Context: an optimization exercise on an open-source flow, tuned for small area and a short achievable clock period. The choices shown serve that exercise and are no tape-out recipe.
Only simulation tests tie the RTL to the original design; equivalence was not proved.
No activity file was given, so power comes from the tool's default toggle rates.

==> design/flow/design.v <==
module TGR#(
    parameter    PLATFORM = "xilinx"
)(
input			clk,
input			rst_n,
input           test_stop,
input           lau_update_finish,
(*mark_debug="TRUE"*)input	 [11:0] in_tgr_pkt_len,
(*mark_debug="TRUE"*)input         in_tgr_slot_shift, 
(*mark_debug="TRUE"*)input	 [15:0] in_tgr_tb_size,        
(*mark_debug="TRUE"*)input   [15:0] in_tgr_tb_rate,        
input	        in_tgr_selected,    
output	reg     out_tgr_req
);
wire [15:0] pkt_len;
assign pkt_len = {4'b0,in_tgr_pkt_len+12'd4};
(*mark_debug="TRUE"*)reg  [15:0] RT;         
(*mark_debug="TRUE"*)reg  [15:0] CT;         
always@(posedge clk or negedge rst_n) begin
    if(rst_n == 1'b0) begin
        CT <= 16'd0;	
    end
    else begin
		if(in_tgr_selected == 1'b1)begin
		    CT <= pkt_len;
		end
		else begin
		    CT <= 16'd0;
		end
    end
end 
(*mark_debug="TRUE"*)reg [3:0] tb_state;
localparam INIT_S = 4'd0,
           TB_UPDATA_S = 4'd1;
reg slot_shift_slave;
always@(negedge clk or negedge rst_n) begin
    if(rst_n == 1'b0) begin
        RT <= 16'd0;
        slot_shift_slave <= 1'b0;
        tb_state <= INIT_S;
    end
	else begin
	    case(tb_state)
	        INIT_S:begin
	            if(lau_update_finish == 1'b1)begin
	                RT <= in_tgr_tb_rate;
	                tb_state <= TB_UPDATA_S;
	            end
	            else begin
	                RT <= 16'd0;
	                tb_state <= INIT_S;
	            end   
	        end
	        TB_UPDATA_S:begin
	           if(test_stop == 1'b0)begin
	               tb_state <= TB_UPDATA_S;
	               if(slot_shift_slave != in_tgr_slot_shift) begin
	                   slot_shift_slave <= in_tgr_slot_shift;
	                   if(RT + in_tgr_tb_rate - CT <= in_tgr_tb_size)begin
	                       RT <= RT + in_tgr_tb_rate - CT;
	                   end
	                   else begin
	                       RT <= in_tgr_tb_size;
	                   end
	                end
	                else begin
	                    RT <= RT - CT;
	                end
                end
                else begin
                    RT <= 16'd0;
                    tb_state <= INIT_S;
                end
            end
            default:begin
                tb_state <= INIT_S;
            end
            endcase
        end
end
always@(posedge clk or negedge rst_n) begin
    if(rst_n == 1'b0) begin
        out_tgr_req <= 1'b0;
    end
    else begin
	    if(RT >= pkt_len)begin
		    out_tgr_req <= 1'b1;
		end
		else begin
		    out_tgr_req <= 1'b0;
		end
    end     
end        
endmodule
module GCM#(
    parameter    PLATFORM = "xilinx"
)(
input			clk,
input			rst_n,
input           lau_update_finish,
input	        in_gcm_test_start,       
input	        test_stop,       
(*mark_debug="TRUE"*)input     [3:0]  slot_shift_cnt, 
input              gcl_ram_rd,
input	        in_gcm_req_1,    
input	        in_gcm_req_2, 
input	        in_gcm_req_3, 
input	        in_gcm_req_4,
input	        in_gcm_req_5, 
input	        in_gcm_req_6, 
input	        in_gcm_req_7, 
input	        in_gcm_req_8,   
output	reg             out_gcm_gcl_rd,   
output	reg      [4:0]  out_gcm_gcl_addr,    
(*mark_debug="TRUE"*)input	 [127:0]in_gcm_gc,
(*mark_debug="TRUE"*)output	reg      [7:0]  out_gcm_valid
);
(*mark_debug="TRUE"*)wire [7:0] req;
assign req = {in_gcm_req_8,in_gcm_req_7,in_gcm_req_6,in_gcm_req_5,in_gcm_req_4,in_gcm_req_3,in_gcm_req_2,in_gcm_req_1};
(*mark_debug="TRUE"*)reg [3:0] gcm_state; 
localparam INIT_S = 4'd0,
           IDLE_S = 4'd1,
           WAIT1_S = 4'd2,
		   WAIT2_S = 4'd3,
		   READ_S = 4'd4,
		   SLOT_FINISH_S = 4'd5;
always@(posedge clk or negedge rst_n) begin
    if(rst_n == 1'b0) begin
        out_gcm_gcl_rd <= 1'b0;  
		out_gcm_gcl_addr <= 5'd0;
		gcm_state <= INIT_S;
    end
    else begin
	    case(gcm_state)
	        INIT_S:begin
			    if(lau_update_finish == 1'b1)begin 
			        out_gcm_gcl_rd <= 1'b1;
				    gcm_state <= WAIT1_S; 
				end
				else begin
				    out_gcm_gcl_rd <= 1'b0;
				    gcm_state <= INIT_S; 
				end
			end
            IDLE_S:begin
			    if(test_stop == 1'b0)begin
			        if(gcl_ram_rd == 1'b1)begin
					    out_gcm_gcl_rd <= 1'b1;  
				        gcm_state <= WAIT1_S;    
				    end
				    else begin
					    out_gcm_gcl_rd <= 1'b0;
				        gcm_state <= IDLE_S; 
				    end
				end
				else begin
				    out_gcm_gcl_rd <= 1'b0;
				    out_gcm_gcl_addr <= 5'd0;
				    gcm_state <= INIT_S; 
				end
			end
            WAIT1_S:begin
			    gcm_state <= WAIT2_S;    
		    end
            WAIT2_S:begin
			    gcm_state <= READ_S;    
		    end
			READ_S:begin
			    out_gcm_gcl_rd <= 1'b0;
			    out_gcm_gcl_addr <= out_gcm_gcl_addr + 5'd1;
			    gcm_state <= IDLE_S;    
		    end
	    endcase
    end     
end 
always@(posedge clk or negedge rst_n) begin
    if(rst_n == 1'b0) begin
        out_gcm_valid <= 8'b0;  
    end
    else begin
	    if(in_gcm_test_start == 1'b0)begin
		    out_gcm_valid <= 8'b0;
		end
		else begin
	        case(slot_shift_cnt) 
                4'b0000: out_gcm_valid <= in_gcm_gc[7:0]     & req;
                4'b0001: out_gcm_valid <= in_gcm_gc[15:8]    & req;	
                4'b0010: out_gcm_valid <= in_gcm_gc[23:16]   & req;	
                4'b0011: out_gcm_valid <= in_gcm_gc[31:24]   & req;	
                4'b0100: out_gcm_valid <= in_gcm_gc[39:32]   & req;	
                4'b0101: out_gcm_valid <= in_gcm_gc[47:40]   & req;	
                4'b0110: out_gcm_valid <= in_gcm_gc[55:48]   & req;	
                4'b0111: out_gcm_valid <= in_gcm_gc[63:56]   & req;	
                4'b1000: out_gcm_valid <= in_gcm_gc[71:64]   & req;	
                4'b1001: out_gcm_valid <= in_gcm_gc[79:72]   & req;	
                4'b1010: out_gcm_valid <= in_gcm_gc[87:80]   & req;	
                4'b1011: out_gcm_valid <= in_gcm_gc[95:88]   & req;	
                4'b1100: out_gcm_valid <= in_gcm_gc[103:96]  & req;	
                4'b1101: out_gcm_valid <= in_gcm_gc[111:104] & req;	
                4'b1110: out_gcm_valid <= in_gcm_gc[119:112] & req;	
                4'b1111: out_gcm_valid <= in_gcm_gc[127:120] & req;
                default: out_gcm_valid <= 8'b0;	
            endcase
        end		
    end     
end       
endmodule
module TSM#(
    parameter    PLATFORM = "xilinx"
)(
input	   clk,
input      rst_n,
input      [7:0] in_tsm_valid,
(*mark_debug="TRUE"*)input    in_tsm_outport_free,
input    in_tsm_test_start,
(*mark_debug="TRUE"*)input     [7:0] in_tsm_fifo_usedw,  
(*mark_debug="TRUE"*)output	reg [7:0]  out_tsm_selected
);
(*mark_debug="TRUE"*)reg [1:0] tsm_state;
reg       init_flag;   
localparam IDLE_S = 2'd0,
           UDO_FIFO_FREE_S = 2'd1,
           PRIORITY_SCHEDULE_S = 2'd2;
always@(posedge clk or negedge rst_n) begin
    if(rst_n == 1'b0) begin
        out_tsm_selected <= 8'b0; 
		init_flag <= 1'b1;
		tsm_state <= IDLE_S;
    end
    else begin
	    case(tsm_state)
            IDLE_S:begin
			    if(init_flag || in_tsm_outport_free)begin
				    tsm_state <= UDO_FIFO_FREE_S;    
				end
				else begin
				    tsm_state <= IDLE_S; 
				end
			end
			UDO_FIFO_FREE_S:begin
	            if(in_tsm_fifo_usedw <= 8'd5)begin
		            tsm_state <= PRIORITY_SCHEDULE_S; 
		        end
		        else begin			
			        tsm_state <= UDO_FIFO_FREE_S; 
			    end
			end
            PRIORITY_SCHEDULE_S:begin
			    if(|out_tsm_selected)begin
				    out_tsm_selected <= 8'b0;
					init_flag <= 1'b0;
					tsm_state <= IDLE_S;
                end					
                else begin
				    tsm_state <= PRIORITY_SCHEDULE_S;	
	                casex(in_tsm_valid)
		                8'bxxxx_xxx1:out_tsm_selected <= 8'b0000_0001;
		                8'bxxxx_xx10:out_tsm_selected <= 8'b0000_0010;
                        8'bxxxx_x100:out_tsm_selected <= 8'b0000_0100;
                        8'bxxxx_1000:out_tsm_selected <= 8'b0000_1000;
			            8'bxxx1_0000:out_tsm_selected <= 8'b0001_0000;
			            8'bxx10_0000:out_tsm_selected <= 8'b0010_0000;
			            8'bx100_0000:out_tsm_selected <= 8'b0100_0000;
			            8'b1000_0000:out_tsm_selected <= 8'b1000_0000;
		                default:out_tsm_selected <= 8'b0;
		            endcase                 				
				end
		    end
	    endcase
    end     
end 
endmodule 
module DRM#(
    parameter    PLATFORM = "xilinx"
)(
input			clk,
input			rst_n,
input           in_drm_addr_shift,
input    [7:0]  in_drm_selected,
output	reg         out_drm_pkt_hdr_rd,
output	reg  [5:0]  out_drm_pkt_hdr_addr,
input	     [127:0]in_drm_pkt_hdr,
output	reg  [127:0]out_drm_pkt_hdr,
output	reg         out_drm_pkt_hdr_wr
);
(*mark_debug="TRUE"*)reg [2:0] drm_state;
localparam IDLE_S = 3'd0,
           WAIT1_S = 3'd1,
		   WAIT2_S = 3'd2,
		   READ_DATA1_S = 3'd3,
           READ_DATA2_S = 3'd4,
		   READ_DATA3_S = 3'd5,
		   READ_DATA4_S = 3'd6;
always@(posedge clk or negedge rst_n) begin
    if(rst_n == 1'b0) begin
        out_drm_pkt_hdr_rd <= 1'b0;
		out_drm_pkt_hdr_addr <= 6'd0;
		out_drm_pkt_hdr <= 128'b0;
		out_drm_pkt_hdr_wr <= 1'b0;
		drm_state <= IDLE_S;
    end
    else begin
	    case(drm_state)
            IDLE_S:begin
		        out_drm_pkt_hdr <= 128'b0;
		        out_drm_pkt_hdr_wr <= 1'b0;
			    if(in_drm_selected != 8'd0)begin
				    drm_state <= WAIT1_S; 
                    out_drm_pkt_hdr_rd <= 1'b1;
		            case(in_drm_selected)
		                8'b0000_0001:out_drm_pkt_hdr_addr <= {in_drm_addr_shift,5'd0};
		                8'b0000_0010:out_drm_pkt_hdr_addr <= {in_drm_addr_shift,5'd4};
                        8'b0000_0100:out_drm_pkt_hdr_addr <= {in_drm_addr_shift,5'd8};
                        8'b0000_1000:out_drm_pkt_hdr_addr <= {in_drm_addr_shift,5'd12};
		                8'b0001_0000:out_drm_pkt_hdr_addr <= {in_drm_addr_shift,5'd16};
		                8'b0010_0000:out_drm_pkt_hdr_addr <= {in_drm_addr_shift,5'd20};
		                8'b0100_0000:out_drm_pkt_hdr_addr <= {in_drm_addr_shift,5'd24};
		                8'b1000_0000:out_drm_pkt_hdr_addr <= {in_drm_addr_shift,5'd28};					
		                default:out_drm_pkt_hdr_addr <= 6'd0;	
		            endcase 					  
				end
				else begin
                    out_drm_pkt_hdr_rd <= 1'b0;
		            out_drm_pkt_hdr_addr <= 6'd0;
				    drm_state <= IDLE_S; 
				end
			end
			WAIT1_S:begin
			    out_drm_pkt_hdr_addr <= out_drm_pkt_hdr_addr + 6'd1;
		        drm_state <= WAIT2_S;
		    end
			WAIT2_S:begin
			    out_drm_pkt_hdr_addr <= out_drm_pkt_hdr_addr + 6'd1;
		        drm_state <= READ_DATA1_S;
		    end
            READ_DATA1_S:begin
		        out_drm_pkt_hdr <= in_drm_pkt_hdr;
		        out_drm_pkt_hdr_wr <= 1'b1;			
			    out_drm_pkt_hdr_addr <= out_drm_pkt_hdr_addr + 6'd1;
		        drm_state <= READ_DATA2_S;
			end
            READ_DATA2_S:begin		        		        
		        out_drm_pkt_hdr <= in_drm_pkt_hdr;
		        out_drm_pkt_hdr_wr <= 1'b1;			
	            out_drm_pkt_hdr_addr <= out_drm_pkt_hdr_addr + 6'd1;
		        drm_state <= READ_DATA3_S;
			end
            READ_DATA3_S:begin
                out_drm_pkt_hdr_rd <= 1'b0;
		        out_drm_pkt_hdr_addr <= 6'd0;
		        out_drm_pkt_hdr <= in_drm_pkt_hdr;
		        out_drm_pkt_hdr_wr <= 1'b1;			
		        drm_state <= READ_DATA4_S;
			end
            READ_DATA4_S:begin
		        out_drm_pkt_hdr <= in_drm_pkt_hdr;
		        out_drm_pkt_hdr_wr <= 1'b1;			
		        drm_state <= IDLE_S;
			end
	    endcase
    end     
end 
endmodule 
module PHE#(
    parameter    PLATFORM = "xilinx"
)(
input		clk,
input		rst_n,
input       cnt_rst,
input    in_phe_test_start,
input    [47:0] timestamp,
input    [3:0]  slot_shift_cnt, 
(*mark_debug="TRUE"*)input    [8:0]  slot_ID,
input    [11:0] in_phe_pkt_1_len,
input    [11:0] in_phe_pkt_2_len,
input    [11:0] in_phe_pkt_3_len,
input    [11:0] in_phe_pkt_4_len,
input    [11:0] in_phe_pkt_5_len,
input    [11:0] in_phe_pkt_6_len,
input    [11:0] in_phe_pkt_7_len,
input    [11:0] in_phe_pkt_8_len,
output	reg  [31:0] out_phe_pkt_1_cnt,
output	reg  [31:0] out_phe_pkt_2_cnt,
output	reg  [31:0] out_phe_pkt_3_cnt,
output	reg  [31:0] out_phe_pkt_4_cnt,
output	reg  [31:0] out_phe_pkt_5_cnt,
output	reg  [31:0] out_phe_pkt_6_cnt,
output	reg  [31:0] out_phe_pkt_7_cnt,
output	reg  [31:0] out_phe_pkt_8_cnt,
input   [7:0]  in_phe_selected,
input    [127:0]in_phe_pkt_hdr,
input           in_phe_pkt_hdr_wr,
output	reg  [133:0]out_phe_data,
output	reg         out_phe_data_wr,
output	reg         out_phe_data_valid,
output	reg         out_phe_data_valid_wr
);
reg [127:0] reg_ph_data_1;
reg reg_ph_data_1_wr;
reg [127:0] reg_ph_data_2;
reg reg_ph_data_2_wr;
always@(posedge clk or negedge rst_n) begin
    if(rst_n == 1'b0) begin
        reg_ph_data_1 <= 128'b0;
		reg_ph_data_1_wr <= 1'b0;
        reg_ph_data_2 <= 128'b0;
		reg_ph_data_2_wr <= 1'b0;
    end
    else begin
        reg_ph_data_1 <= in_phe_pkt_hdr;
		reg_ph_data_1_wr <= in_phe_pkt_hdr_wr;
        reg_ph_data_2 <= reg_ph_data_1;
		reg_ph_data_2_wr <= reg_ph_data_1_wr;
	end
end
reg [11:0] reg_selected_pkt_len;
reg [31:0] reg_selected_pkt_seq;
always@(posedge clk or negedge rst_n) begin
    if(rst_n == 1'b0) begin
        reg_selected_pkt_len <= 12'b0;
        reg_selected_pkt_seq <= 32'd0;
        out_phe_pkt_1_cnt <= 32'd0; 
        out_phe_pkt_2_cnt <= 32'd0; 
        out_phe_pkt_3_cnt <= 32'd0; 
        out_phe_pkt_4_cnt <= 32'd0; 
        out_phe_pkt_5_cnt <= 32'd0; 
        out_phe_pkt_6_cnt <= 32'd0; 
        out_phe_pkt_7_cnt <= 32'd0; 
        out_phe_pkt_8_cnt <= 32'd0; 
    end
	else begin
	    if(cnt_rst == 1'b0)begin
		    case(in_phe_selected)
		        8'b0000_0001:begin
		            reg_selected_pkt_len <= in_phe_pkt_1_len;
		            out_phe_pkt_1_cnt <= out_phe_pkt_1_cnt + 32'd1; 
		            reg_selected_pkt_seq <= out_phe_pkt_1_cnt + 32'd1; 
		        end
		        8'b0000_0010:begin 
		            reg_selected_pkt_len <= in_phe_pkt_2_len;
		            out_phe_pkt_2_cnt <= out_phe_pkt_2_cnt + 32'd1; 
		            reg_selected_pkt_seq <= out_phe_pkt_2_cnt + 32'd1; 
		        end
                8'b0000_0100:begin 
                    reg_selected_pkt_len <= in_phe_pkt_3_len;
                    out_phe_pkt_3_cnt <= out_phe_pkt_3_cnt + 32'd1; 
                    reg_selected_pkt_seq <= out_phe_pkt_3_cnt + 32'd1; 
                end
                8'b0000_1000:begin 
                    reg_selected_pkt_len <= in_phe_pkt_4_len;
                    out_phe_pkt_4_cnt <= out_phe_pkt_4_cnt + 32'd1;
                    reg_selected_pkt_seq <= out_phe_pkt_4_cnt + 32'd1;  
                end
		        8'b0001_0000:begin 
		            reg_selected_pkt_len <= in_phe_pkt_5_len;
		            out_phe_pkt_5_cnt <= out_phe_pkt_5_cnt + 32'd1; 
		            reg_selected_pkt_seq <= out_phe_pkt_5_cnt + 32'd1; 
		        end
		        8'b0010_0000:begin 
		            reg_selected_pkt_len <= in_phe_pkt_6_len;
		            out_phe_pkt_6_cnt <= out_phe_pkt_6_cnt + 32'd1; 
		            reg_selected_pkt_seq <= out_phe_pkt_6_cnt + 32'd1; 
		        end
		        8'b0100_0000:begin 
		            reg_selected_pkt_len <= in_phe_pkt_7_len;
		            out_phe_pkt_7_cnt <= out_phe_pkt_7_cnt + 32'd1;
		            reg_selected_pkt_seq <= out_phe_pkt_7_cnt + 32'd1; 
		        end 
		        8'b1000_0000:begin 
		            reg_selected_pkt_len <= in_phe_pkt_8_len;
		            out_phe_pkt_8_cnt <= out_phe_pkt_8_cnt + 32'd1; 
		            reg_selected_pkt_seq <= out_phe_pkt_8_cnt + 32'd1; 
		        end	
		        default:begin
		            reg_selected_pkt_len <= reg_selected_pkt_len;
		            out_phe_pkt_1_cnt <= out_phe_pkt_1_cnt;
		            out_phe_pkt_2_cnt <= out_phe_pkt_2_cnt;
		            out_phe_pkt_3_cnt <= out_phe_pkt_3_cnt;
		            out_phe_pkt_4_cnt <= out_phe_pkt_4_cnt;
		            out_phe_pkt_5_cnt <= out_phe_pkt_5_cnt;
		            out_phe_pkt_6_cnt <= out_phe_pkt_6_cnt;
		            out_phe_pkt_7_cnt <= out_phe_pkt_7_cnt;
		            out_phe_pkt_8_cnt <= out_phe_pkt_8_cnt;
		            reg_selected_pkt_seq <= reg_selected_pkt_seq; 
		        end	
		    endcase
		end
		else begin
            reg_selected_pkt_len <= 12'b0;
            reg_selected_pkt_seq <= 32'd0;
            out_phe_pkt_1_cnt <= 32'd0; 
            out_phe_pkt_2_cnt <= 32'd0; 
            out_phe_pkt_3_cnt <= 32'd0; 
            out_phe_pkt_4_cnt <= 32'd0; 
            out_phe_pkt_5_cnt <= 32'd0; 
            out_phe_pkt_6_cnt <= 32'd0; 
            out_phe_pkt_7_cnt <= 32'd0; 
            out_phe_pkt_8_cnt <= 32'd0; 	
		end
	end
end
reg [11:0] reg_remain_pkt_len;
(*mark_debug="TRUE"*)reg [2:0] phe_state;
localparam IDLE_S = 3'd0,
           GENERATE_MD1_S = 3'd1,
		   MODIFY_DATA1_S = 3'd2,
		   MODIFY_DATA2_S = 3'd3,
           MODIFY_DATA3_S = 3'd4,
		   MODIFY_DATA4_S = 3'd5,
		   ADD_SEQ_S = 3'd6,
		   PKT_EXTENSION_S = 3'd7;
always@(posedge clk or negedge rst_n) begin
    if(rst_n == 1'b0) begin
        out_phe_data <= 134'b0;
		out_phe_data_wr <= 1'b0;
		out_phe_data_valid <= 1'b0;
		out_phe_data_valid_wr <= 1'b0;
		reg_remain_pkt_len <= 12'd0;
		phe_state <= IDLE_S;
    end
    else begin
	    case(phe_state)
            IDLE_S:begin
		        out_phe_data_valid <= 1'b0;
		        out_phe_data_valid_wr <= 1'b0;
				reg_remain_pkt_len <= reg_selected_pkt_len;
			    if(in_phe_pkt_hdr_wr == 1'b1)begin
				    out_phe_data <= {2'b01,4'd0,20'd0,reg_selected_pkt_len + 12'd32,96'd0};
				    out_phe_data_wr <= 1'b1;
				    phe_state <= GENERATE_MD1_S;   
				end
				else begin
                    out_phe_data <= 134'b0;
		            out_phe_data_wr <= 1'b0;
				    phe_state <= IDLE_S; 
				end
			end
			GENERATE_MD1_S:begin
				out_phe_data <= {2'b11,4'd0,128'd0};
				out_phe_data_wr <= 1'b1;
				phe_state <= MODIFY_DATA1_S;  
		    end
			MODIFY_DATA1_S:begin
				out_phe_data <= {2'b11,4'd0,reg_ph_data_2};
				out_phe_data_wr <= 1'b1;
				reg_remain_pkt_len <= reg_remain_pkt_len - 12'd16;
				phe_state <= MODIFY_DATA2_S; 
		    end
			MODIFY_DATA2_S:begin
				out_phe_data <= {2'b11,4'd0,reg_ph_data_2};
				out_phe_data_wr <= 1'b1;
				reg_remain_pkt_len <= reg_remain_pkt_len - 12'd16;
				phe_state <= MODIFY_DATA3_S; 
		    end
			MODIFY_DATA3_S:begin
				out_phe_data <= {2'b11,4'd0,reg_ph_data_2};
				out_phe_data_wr <= 1'b1;
				reg_remain_pkt_len <= reg_remain_pkt_len - 12'd16;
				phe_state <= MODIFY_DATA4_S; 
		    end
			MODIFY_DATA4_S:begin
				out_phe_data_wr <= 1'b1;
			    if(reg_remain_pkt_len <= 12'd16)begin
				    out_phe_data[133:48] <= {2'b10,4'd0 - reg_remain_pkt_len[3:0],reg_ph_data_2[127:48]};
				    out_phe_data[47:0] <= timestamp;          
					out_phe_data_valid <= 1'b1;
		            out_phe_data_valid_wr <= 1'b1;					
				    phe_state <= IDLE_S; 
				end
				else begin
					out_phe_data[133:48] <= {2'b11,4'd0,reg_ph_data_2[127:48]};
				    out_phe_data[47:0] <= timestamp;          
					reg_remain_pkt_len <= reg_remain_pkt_len - 12'd16;
				    phe_state <= ADD_SEQ_S; 				
				end
		    end
		    ADD_SEQ_S:begin
		        if(reg_remain_pkt_len <= 12'd16)begin
				    out_phe_data <= {2'b10,4'd0 - reg_remain_pkt_len[3:0],reg_selected_pkt_seq,76'd0,slot_shift_cnt,7'b0,slot_ID};
				    out_phe_data_wr <= 1'b1;
					out_phe_data_valid <= 1'b1;
		            out_phe_data_valid_wr <= 1'b1;
		            phe_state <= IDLE_S;
				end
				else begin
				    out_phe_data <= {2'b11,4'd0,reg_selected_pkt_seq,76'd0,slot_shift_cnt,7'b0,slot_ID};
				    out_phe_data_wr <= 1'b1;
                    reg_remain_pkt_len <= reg_remain_pkt_len - 12'd16;  
		            phe_state <= PKT_EXTENSION_S;				    
				end		    
		    end
            PKT_EXTENSION_S:begin
		        if(reg_remain_pkt_len <= 12'd16)begin
				    out_phe_data <= {2'b10,4'd0 - reg_remain_pkt_len[3:0],128'b0};
				    out_phe_data_wr <= 1'b1;
					out_phe_data_valid <= 1'b1;
		            out_phe_data_valid_wr <= 1'b1;
		            phe_state <= IDLE_S;
				end
				else begin
				    out_phe_data <= {2'b11,4'd0,128'd0};
				    out_phe_data_wr <= 1'b1;
                    reg_remain_pkt_len <= reg_remain_pkt_len - 12'd16;  
		            phe_state <= PKT_EXTENSION_S;				    
				end
			end
	    endcase
    end     
end 
endmodule 
module PGM#(
    parameter    PLATFORM = "xilinx"
)(
input			clk,
input			rst_n,
input           cnt_rst,
input           lau_update_finish,
input     [47:0] timestamp,
input            in_pgm_addr_shift,
input            in_pgm_slot_shift, 
input	         in_pgm_test_start,       
input            test_stop, 
input     [11:0] in_pgm_pkt_1_len,
input     [11:0] in_pgm_pkt_2_len,
input     [11:0] in_pgm_pkt_3_len,
input     [11:0] in_pgm_pkt_4_len,
input     [11:0] in_pgm_pkt_5_len,
input     [11:0] in_pgm_pkt_6_len,
input     [11:0] in_pgm_pkt_7_len,
input     [11:0] in_pgm_pkt_8_len,
input	  [15:0] in_pgm_tb_1_size, 
input     [15:0] in_pgm_tb_1_rate,
input	  [15:0] in_pgm_tb_2_size, 
input     [15:0] in_pgm_tb_2_rate,
input	  [15:0] in_pgm_tb_3_size, 
input     [15:0] in_pgm_tb_3_rate,
input	  [15:0] in_pgm_tb_4_size, 
input     [15:0] in_pgm_tb_4_rate,
input	  [15:0] in_pgm_tb_5_size, 
input     [15:0] in_pgm_tb_5_rate,
input	  [15:0] in_pgm_tb_6_size, 
input     [15:0] in_pgm_tb_6_rate,
input	  [15:0] in_pgm_tb_7_size, 
input     [15:0] in_pgm_tb_7_rate,
input	  [15:0] in_pgm_tb_8_size, 
input     [15:0] in_pgm_tb_8_rate,
input            gcl_ram_rd,
input     [3:0]  slot_shift_cnt, 
input     [8:0]  slot_ID,
output     [31:0] out_pgm_pkt_1_cnt,
output     [31:0] out_pgm_pkt_2_cnt,
output     [31:0] out_pgm_pkt_3_cnt,
output     [31:0] out_pgm_pkt_4_cnt,
output     [31:0] out_pgm_pkt_5_cnt,
output     [31:0] out_pgm_pkt_6_cnt,
output     [31:0] out_pgm_pkt_7_cnt,
output     [31:0] out_pgm_pkt_8_cnt,
input     [7:0]  in_pgm_fifo_usedw, 
output           out_pgm_gcl_rd,   
output    [4:0]  out_pgm_gcl_addr,    
input	  [127:0]in_pgm_gc,         
output	         out_pgm_pkt_hdr_rd,
output	  [5:0]  out_pgm_pkt_hdr_addr,
input	  [127:0]in_pgm_pkt_hdr,
(*mark_debug="TRUE"*)output	   [133:0]out_pgm_data,
(*mark_debug="TRUE"*)output	          out_pgm_data_wr,
(*mark_debug="TRUE"*)output	          out_pgm_data_valid,
(*mark_debug="TRUE"*)output	          out_pgm_data_valid_wr
);
wire [7:0]	tsm_selected;  
wire        tgr2gcm_req_1;
wire        tgr2gcm_req_2;
wire        tgr2gcm_req_3;
wire        tgr2gcm_req_4;
wire        tgr2gcm_req_5;
wire        tgr2gcm_req_6;
wire        tgr2gcm_req_7;
wire        tgr2gcm_req_8;
wire [7:0]  gcm2tsm_valid;
wire [127:0]drm2phe_pkt_hdr;
wire        drm2phe_pkt_hdr_wr;
TGR TGR_1_inst(
.clk(clk),
.rst_n(rst_n), 
.test_stop(test_stop),
.lau_update_finish(lau_update_finish),
.in_tgr_pkt_len(in_pgm_pkt_1_len),
.in_tgr_slot_shift(in_pgm_slot_shift),
.in_tgr_tb_size(in_pgm_tb_1_size),
.in_tgr_tb_rate(in_pgm_tb_1_rate),   
.in_tgr_selected(tsm_selected[0]),
.out_tgr_req(tgr2gcm_req_1)
);
TGR TGR_2_inst(
.clk(clk),
.rst_n(rst_n), 
.test_stop(test_stop),
.lau_update_finish(lau_update_finish),
.in_tgr_pkt_len(in_pgm_pkt_2_len),
.in_tgr_slot_shift(in_pgm_slot_shift),
.in_tgr_tb_size(in_pgm_tb_2_size),
.in_tgr_tb_rate(in_pgm_tb_2_rate),   
.in_tgr_selected(tsm_selected[1]),
.out_tgr_req(tgr2gcm_req_2)
);
TGR TGR_3_inst(
.clk(clk),
.rst_n(rst_n), 
.test_stop(test_stop),
.lau_update_finish(lau_update_finish),
.in_tgr_pkt_len(in_pgm_pkt_3_len),
.in_tgr_slot_shift(in_pgm_slot_shift),
.in_tgr_tb_size(in_pgm_tb_3_size),
.in_tgr_tb_rate(in_pgm_tb_3_rate),   
.in_tgr_selected(tsm_selected[2]),
.out_tgr_req(tgr2gcm_req_3)
);
TGR TGR_4_inst(
.clk(clk),
.rst_n(rst_n), 
.test_stop(test_stop),
.lau_update_finish(lau_update_finish),
.in_tgr_pkt_len(in_pgm_pkt_4_len),
.in_tgr_slot_shift(in_pgm_slot_shift),
.in_tgr_tb_size(in_pgm_tb_4_size),
.in_tgr_tb_rate(in_pgm_tb_4_rate),   
.in_tgr_selected(tsm_selected[3]),
.out_tgr_req(tgr2gcm_req_4)
);
TGR TGR_5_inst(
.clk(clk),
.rst_n(rst_n), 
.test_stop(test_stop),
.lau_update_finish(lau_update_finish),
.in_tgr_pkt_len(in_pgm_pkt_5_len),
.in_tgr_slot_shift(in_pgm_slot_shift),
.in_tgr_tb_size(in_pgm_tb_5_size),
.in_tgr_tb_rate(in_pgm_tb_5_rate),   
.in_tgr_selected(tsm_selected[4]),
.out_tgr_req(tgr2gcm_req_5)
);
TGR TGR_6_inst(
.clk(clk),
.rst_n(rst_n), 
.test_stop(test_stop),
.lau_update_finish(lau_update_finish),
.in_tgr_pkt_len(in_pgm_pkt_6_len),
.in_tgr_slot_shift(in_pgm_slot_shift),
.in_tgr_tb_size(in_pgm_tb_6_size),
.in_tgr_tb_rate(in_pgm_tb_6_rate),   
.in_tgr_selected(tsm_selected[5]),
.out_tgr_req(tgr2gcm_req_6)
);
TGR TGR_7_inst(
.clk(clk),
.rst_n(rst_n), 
.test_stop(test_stop),
.lau_update_finish(lau_update_finish),
.in_tgr_pkt_len(in_pgm_pkt_7_len),
.in_tgr_slot_shift(in_pgm_slot_shift),
.in_tgr_tb_size(in_pgm_tb_7_size),
.in_tgr_tb_rate(in_pgm_tb_7_rate),   
.in_tgr_selected(tsm_selected[6]),
.out_tgr_req(tgr2gcm_req_7)
);
TGR TGR_8_inst(
.clk(clk),
.rst_n(rst_n), 
.test_stop(test_stop),
.lau_update_finish(lau_update_finish),
.in_tgr_pkt_len(in_pgm_pkt_8_len),
.in_tgr_slot_shift(in_pgm_slot_shift),
.in_tgr_tb_size(in_pgm_tb_8_size),
.in_tgr_tb_rate(in_pgm_tb_8_rate),   
.in_tgr_selected(tsm_selected[7]),
.out_tgr_req(tgr2gcm_req_8)
);
GCM GCM_inst(
.clk(clk),
.rst_n(rst_n),
.lau_update_finish(lau_update_finish),
.test_stop(test_stop),  
.in_gcm_test_start(in_pgm_test_start),  
.slot_shift_cnt(slot_shift_cnt),
.gcl_ram_rd(gcl_ram_rd),
.in_gcm_req_1(tgr2gcm_req_1),
.in_gcm_req_2(tgr2gcm_req_2),  
.in_gcm_req_3(tgr2gcm_req_3),
.in_gcm_req_4(tgr2gcm_req_4),
.in_gcm_req_5(tgr2gcm_req_5),
.in_gcm_req_6(tgr2gcm_req_6),
.in_gcm_req_7(tgr2gcm_req_7),
.in_gcm_req_8(tgr2gcm_req_8),
.out_gcm_gcl_rd(out_pgm_gcl_rd),
.out_gcm_gcl_addr(out_pgm_gcl_addr),
.in_gcm_gc(in_pgm_gc),
.out_gcm_valid(gcm2tsm_valid)
);
TSM TSM_inst(
.clk(clk),
.rst_n(rst_n),
.in_tsm_test_start(in_pgm_test_start),
.in_tsm_valid(gcm2tsm_valid),
.in_tsm_outport_free(out_pgm_data_valid),       
.in_tsm_fifo_usedw(in_pgm_fifo_usedw),
.out_tsm_selected(tsm_selected)
);
DRM DRM_inst(
.clk(clk),
.rst_n(rst_n),
.in_drm_addr_shift(in_pgm_addr_shift),
.in_drm_selected(tsm_selected),  
.out_drm_pkt_hdr_rd(out_pgm_pkt_hdr_rd),
.out_drm_pkt_hdr_addr(out_pgm_pkt_hdr_addr),
.in_drm_pkt_hdr(in_pgm_pkt_hdr),     
.out_drm_pkt_hdr(drm2phe_pkt_hdr),
.out_drm_pkt_hdr_wr(drm2phe_pkt_hdr_wr)
);
PHE PHE_inst(
.clk(clk),
.rst_n(rst_n),
.cnt_rst(cnt_rst),
.in_phe_test_start(in_pgm_test_start),
.timestamp(timestamp),
.slot_shift_cnt(slot_shift_cnt),
.slot_ID(slot_ID),
.in_phe_pkt_1_len(in_pgm_pkt_1_len),
.in_phe_pkt_2_len(in_pgm_pkt_2_len),
.in_phe_pkt_3_len(in_pgm_pkt_3_len),
.in_phe_pkt_4_len(in_pgm_pkt_4_len),
.in_phe_pkt_5_len(in_pgm_pkt_5_len),
.in_phe_pkt_6_len(in_pgm_pkt_6_len),
.in_phe_pkt_7_len(in_pgm_pkt_7_len),
.in_phe_pkt_8_len(in_pgm_pkt_8_len),
.out_phe_pkt_1_cnt(out_pgm_pkt_1_cnt),
.out_phe_pkt_2_cnt(out_pgm_pkt_2_cnt),
.out_phe_pkt_3_cnt(out_pgm_pkt_3_cnt),
.out_phe_pkt_4_cnt(out_pgm_pkt_4_cnt),
.out_phe_pkt_5_cnt(out_pgm_pkt_5_cnt),
.out_phe_pkt_6_cnt(out_pgm_pkt_6_cnt),
.out_phe_pkt_7_cnt(out_pgm_pkt_7_cnt),
.out_phe_pkt_8_cnt(out_pgm_pkt_8_cnt),
.in_phe_selected(tsm_selected),
.in_phe_pkt_hdr(drm2phe_pkt_hdr),
.in_phe_pkt_hdr_wr(drm2phe_pkt_hdr_wr),
.out_phe_data(out_pgm_data),
.out_phe_data_wr(out_pgm_data_wr),
.out_phe_data_valid(out_pgm_data_valid),
.out_phe_data_valid_wr(out_pgm_data_valid_wr)
);
endmodule
==> design/flow/run.sh <==
#!/bin/bash
# synth_recipe.tcl (not shown) runs the flow's synth.tcl, then flattens the netlist and writes it again
# the make line also repeats each setting of config.mk as NAME=value (left out here)
make -C /OpenROAD-flow-scripts/flow DESIGN_CONFIG=/design/flow/config.mk WORK_HOME=/design/flow/orfs CLKGATE_MAP_FILE= SYNTH_SCRIPT=/design/flow/synth_recipe.tcl finish
==> design/flow/config.mk <==
export PLATFORM = sky130hd
export DESIGN_NAME = PGM
export DESIGN_NICKNAME = PGM
export VERILOG_FILES = /design/flow/design.v
export SDC_FILE = /design/flow/constraint.sdc
export NUM_CORES = 4
export LEC_CHECK = 0
export CAP_MARGIN = 20
export CORE_MARGIN = 2
export CORE_UTILIZATION = 40
export SLEW_MARGIN = 20
==> design/flow/constraint.sdc <==
create_clock -name core_clock -period 18.0 [get_ports {clk}]
set_input_delay 3.6000 -clock core_clock [delete_from_list [all_inputs] [get_ports {clk}]]
set_output_delay 3.6000 -clock core_clock [all_outputs]
set_load 0.01 [all_outputs]
==> run summary <==
## worst max-delay path by stage
| stage | to | start | slack, ps |
|---|---|---|---|
| floorplan | TGR_4_inst.RT[12]$_DFF_NN0_ | in_pgm_tb_4_rate[1] | 620 |
| global placement | TGR_4_inst.RT[0]$_DFF_NN0_ | in_pgm_tb_4_rate[1] | -490 |
| detailed placement | TGR_4_inst.RT[0]$_DFF_NN0_ | in_pgm_tb_4_rate[1] | -550 |
| CTS | TGR_4_inst.RT[0]$_DFF_NN0_ | in_pgm_tb_4_rate[1] | 150 |
| global route | TGR_4_inst.RT[0]$_DFF_NN0_ | in_pgm_tb_4_rate[2] | 150 |
| finish | TGR_4_inst.RT[0]$_DFF_NN0_ | in_pgm_tb_4_rate[2] | 420 |
## stage by stage
stage | hold WS (ps) | cell area [sq um] | cells | TNS (ps) | setup WS, ps
floorplan | 331 | 70100 | 7601 | 0 | 616
global placement | 331 | 84000 | 10861 | -5910 | -494
detailed placement | 335 | 84100 | 10861 | -6910 | -547
CTS | 344 | 89000 | 11110 | 0 | 148
global route | 347 | 89100 | 11148 | 0 | 146
finish | 343 | 89200 | 11159 | 0 | 422
## logic make-up after synthesis
kind of cell | count (synthesis) | share of synthesized area (%)
xor+xnor | 693 | 8.66
buf+inv | 1095 | 5.96
compound gates | 1728 | 16.5
simple gates | 2269 | 15.6
mux | 97 | 1.44
flops | 1122 | 40.0
fa+ha+maj | 597 | 11.8
## placed cells by master, fill, tap and decap left out, drive strengths merged, types with 61 or more instances in the layout
master and n:
xnor2 367, o22ai 68, and3 149, nand2 608, nor3 138, inv 788
clkdlybuf4s50 1082, o211ai 81, a21o 118, or3 106, dfrtp 977, o21ai 332
nor2 610, xor2 326, mux2i 77, ha 493, clkbuf 198, dfrtn 144
nand4 117, a21oi 402, buf 160, nor2b 61, a31oi 85, nand3 273
a22o 196, fa 104
## area by class of cell
class	instances	area [sq um]	area share, %
repair buffers	1243	12200	13.6
flip-flops and latches	1122	28100	31.5
diodes	48	120	0.135
clock buffers	198	4020	4.51
multi-input cells	5384	38000	42.6
clock inverters	51	918	1.03
well taps	2325	2910	3.26
inverters	788	2960	3.32
## synthesized netlist by cell type (77+ instances only)
cell type  instances
dfrtp_1          977
inv_1            786
nor2_1           610
nand2_1          608
ha_1             493
a21oi_1          402
xnor2_1          367
o21ai_0          332
xor2_1           326
nand3_1          272
clkbuf_1         241
a22o_1           196
and3_1           149
dfrtn_1          144
nor3_1           132
a21o_1           118
nand4_1          113
fa_1             104
or3_1            104
a31oi_1           85
o211ai_1          81
mux2i_1           77
## power groups by stage
stage                     sequential [mW]  combinational (mW)  clock, mW
after floorplan                      3.61                5.39          0
after CTS                            3.71                8.08       3.05
after global placement               3.73                7.91          0
after detailed placement             3.74                8.02          0
final                                3.71                8.14       3.00
after global routing                 3.79                8.97       3.16
## what timing repair did
item / 4_1_cts / 5_1_grt
gates resized for setup: 0 / 4
endpoints found under the hold margin: 0 / 0
endpoints found under the setup margin: 0 / 16
## state kept, by name, indices dropped and copies added, names as in the netlist, 32 cells and up
| register | count |
|---|---|
| PHE_inst.out_phe_pkt_1_cnt | 32 |
| PHE_inst.out_phe_pkt_3_cnt | 32 |
| PHE_inst.reg_selected_pkt_seq | 32 |
| DRM_inst.out_drm_pkt_hdr | 128 |
| PHE_inst.out_phe_pkt_6_cnt | 32 |
| PHE_inst.out_phe_pkt_5_cnt | 32 |
| PHE_inst.out_phe_pkt_7_cnt | 32 |
| PHE_inst.out_phe_data | 134 |
| PHE_inst.reg_ph_data_1 | 128 |
| PHE_inst.out_phe_pkt_8_cnt | 32 |
| PHE_inst.reg_ph_data_2 | 128 |
| PHE_inst.out_phe_pkt_2_cnt | 32 |
| PHE_inst.out_phe_pkt_4_cnt | 32 |
## metal layers
layer / vias to the layer above / GRT usage, % / routed length [um]
li1: 28744 / - / -
met1: 31147 / 39.7 / 118000
met2: 2208 / 54.4 / 144000
met3: 599 / 6.58 / 19700
met4: 14 / 20.8 / 20700
met5: - / 0 / 93
## critical path, delay by kind of cell
kind,cells,cell delay (ps)
compound gates,7,1810
fa+ha+maj,3,1110
buf+inv,4,990
mux,1,200
simple gates,7,1380
==> impl_results.md <==
- Worst-margin pin slew: 1200 ps
- Sequential Power Share: around a quarter
- Cts bufs inserted: 135
- Reg2reg setup slack: 3460 ps
- Slew margin rel.: 19.7%
- Core Box Area: 0.174 sq mm
- Clock transition at path regs: about 60 ps
- R2r worst-path depth: 20
- Via count: about 63,000
- R2R Path Start: TGR_4_inst.CT[1]$_DFF_PN0_
- HP Class: register to register
- Sink Count: around 1,100
- Final #Nets: about 10,000
- Layout cells sized above 1: under 10%
- CP max stage delay: 660 ps
- Syn Area/Cell: 9.23 sq um
- Internal power: 8.48 mW
- Endpoints failing setup: 0
- Post-Syn Area: 0.0701 sq mm
- Capturing point of the worst reg2reg path: TGR_4_inst.RT[0]$_DFF_NN0_
- Setup Fix Bufs, Post-CTS: 0
- Starting DRC count in detailed routing: roughly 5,300
- Count of different cell masters after synthesis: between 90 and 100
- Io pins: around 1,100
- Unrepaired setup endpoints after global routing: false
- Top FF cell, synth: dfrtp_1
- Hold Path Depth: 0
- Wirelength per Cell: roughly 27 um
- Share of the synthesized area in the top cell type: roughly a third
- Gr usage total: between 30% and 40%
- Crit. End Element: register
- Initial antenna violation count: 73
- Fillers: about 16,000
- Die Y: ~420 um
- Fin. max-slew vios: 0
- Yosys reg bits: between 1,000 and 1,500
- Total wire length: between 300 and 400 mm
- Clock latency (worst-skew pair): roughly 800 ps
- Post-DP HPWL: ~240 mm
- Crit-path max FO: 19
- CTS HTree Levels: 4
- Worst-path cell chain: clkdlybuf4s50_1 > inv_1 > fa_1 > inv_1 > ha_1 > a211o_1 > a2111oi_4 > nor3_1 > o311ai_1 > a21boi_1 > or3_1 > and2_1 > ha_1 > nand4_1 > nor4_2 > nor3_1 > o31ai_1 > o21a_1 > buf_12 > mux2i_1 > nand2_1 > a32o_1
- Post-synth EDFFs: 0
- Hold Path Origin: PHE_inst.reg_ph_data_1[53]$_DFF_PN0_
- Sw Pwr: 6.36 mW
- CTS tree: yes
- Row Count: between 150 and 200
- Critical path arrival: approximately 9100 ps
- Vias in the first global route: about 62,000
- Drt via density: around 5.6
- Peak VDD IR: between 100 and 150 uV
- Synth-to-layout area growth: 27.2%
- Comb pwr share: between 50% and 60%
- Sw Share: between 40% and 50%
- Status: complete, no violations
- First-pass GRT wire length: 432 mm
- Horiz. Die Dim: roughly 420 um
- Final Hold Fails: 0
- GP Congestion: approximately 1.1
- Port Buffers: roughly 1,100
- Seq/Total Area, Yosys: around 40%
- Die area: between 0.15 and 0.2 sq mm
- Hold endpoint: PHE_inst.reg_ph_data_2[53]$_DFF_PN0_
- Ys Warns: 5
- CP required: between 9000 and 10,000 ps
- Ys async rst share: 100%
- Total gr overflow: 0
- Syn Inst Count: approximately 7,600
- Yosys top cell by area: dfrtp_1
- CTS Buffer Depth: 3
- Leak Pwr: approximately 40 nW
- CP max stage cell: clkdlybuf4s50_1
- Post-CTS Hold Buffers: 0
- DRT antenna net count: 0
- Largest net degree at the start of global routing: around 190
- Max Cap Viol: 0
- Startpoint types: input port
- Starting Density: between 40 and 50%
- Top cells by area, synth: dfrtp_1 35%, ha_1 8.8%, dfrtn_1 5.1%
- Power share of the clock group: 20.2%
- Post-Syn Nets: between 8,000 and 9,000
- Finished Core Util: approximately half
- Power Dens Cells: approximately 170 mW/mm^2
- Clock root cell: clkbuf_16
- Setup CP Type: input port to register
- Pwr Total: roughly 15 mW
- DRC Markers: 0
- Drt pass-1 iters: 6
- Clock skew: between 100 and 150 ps
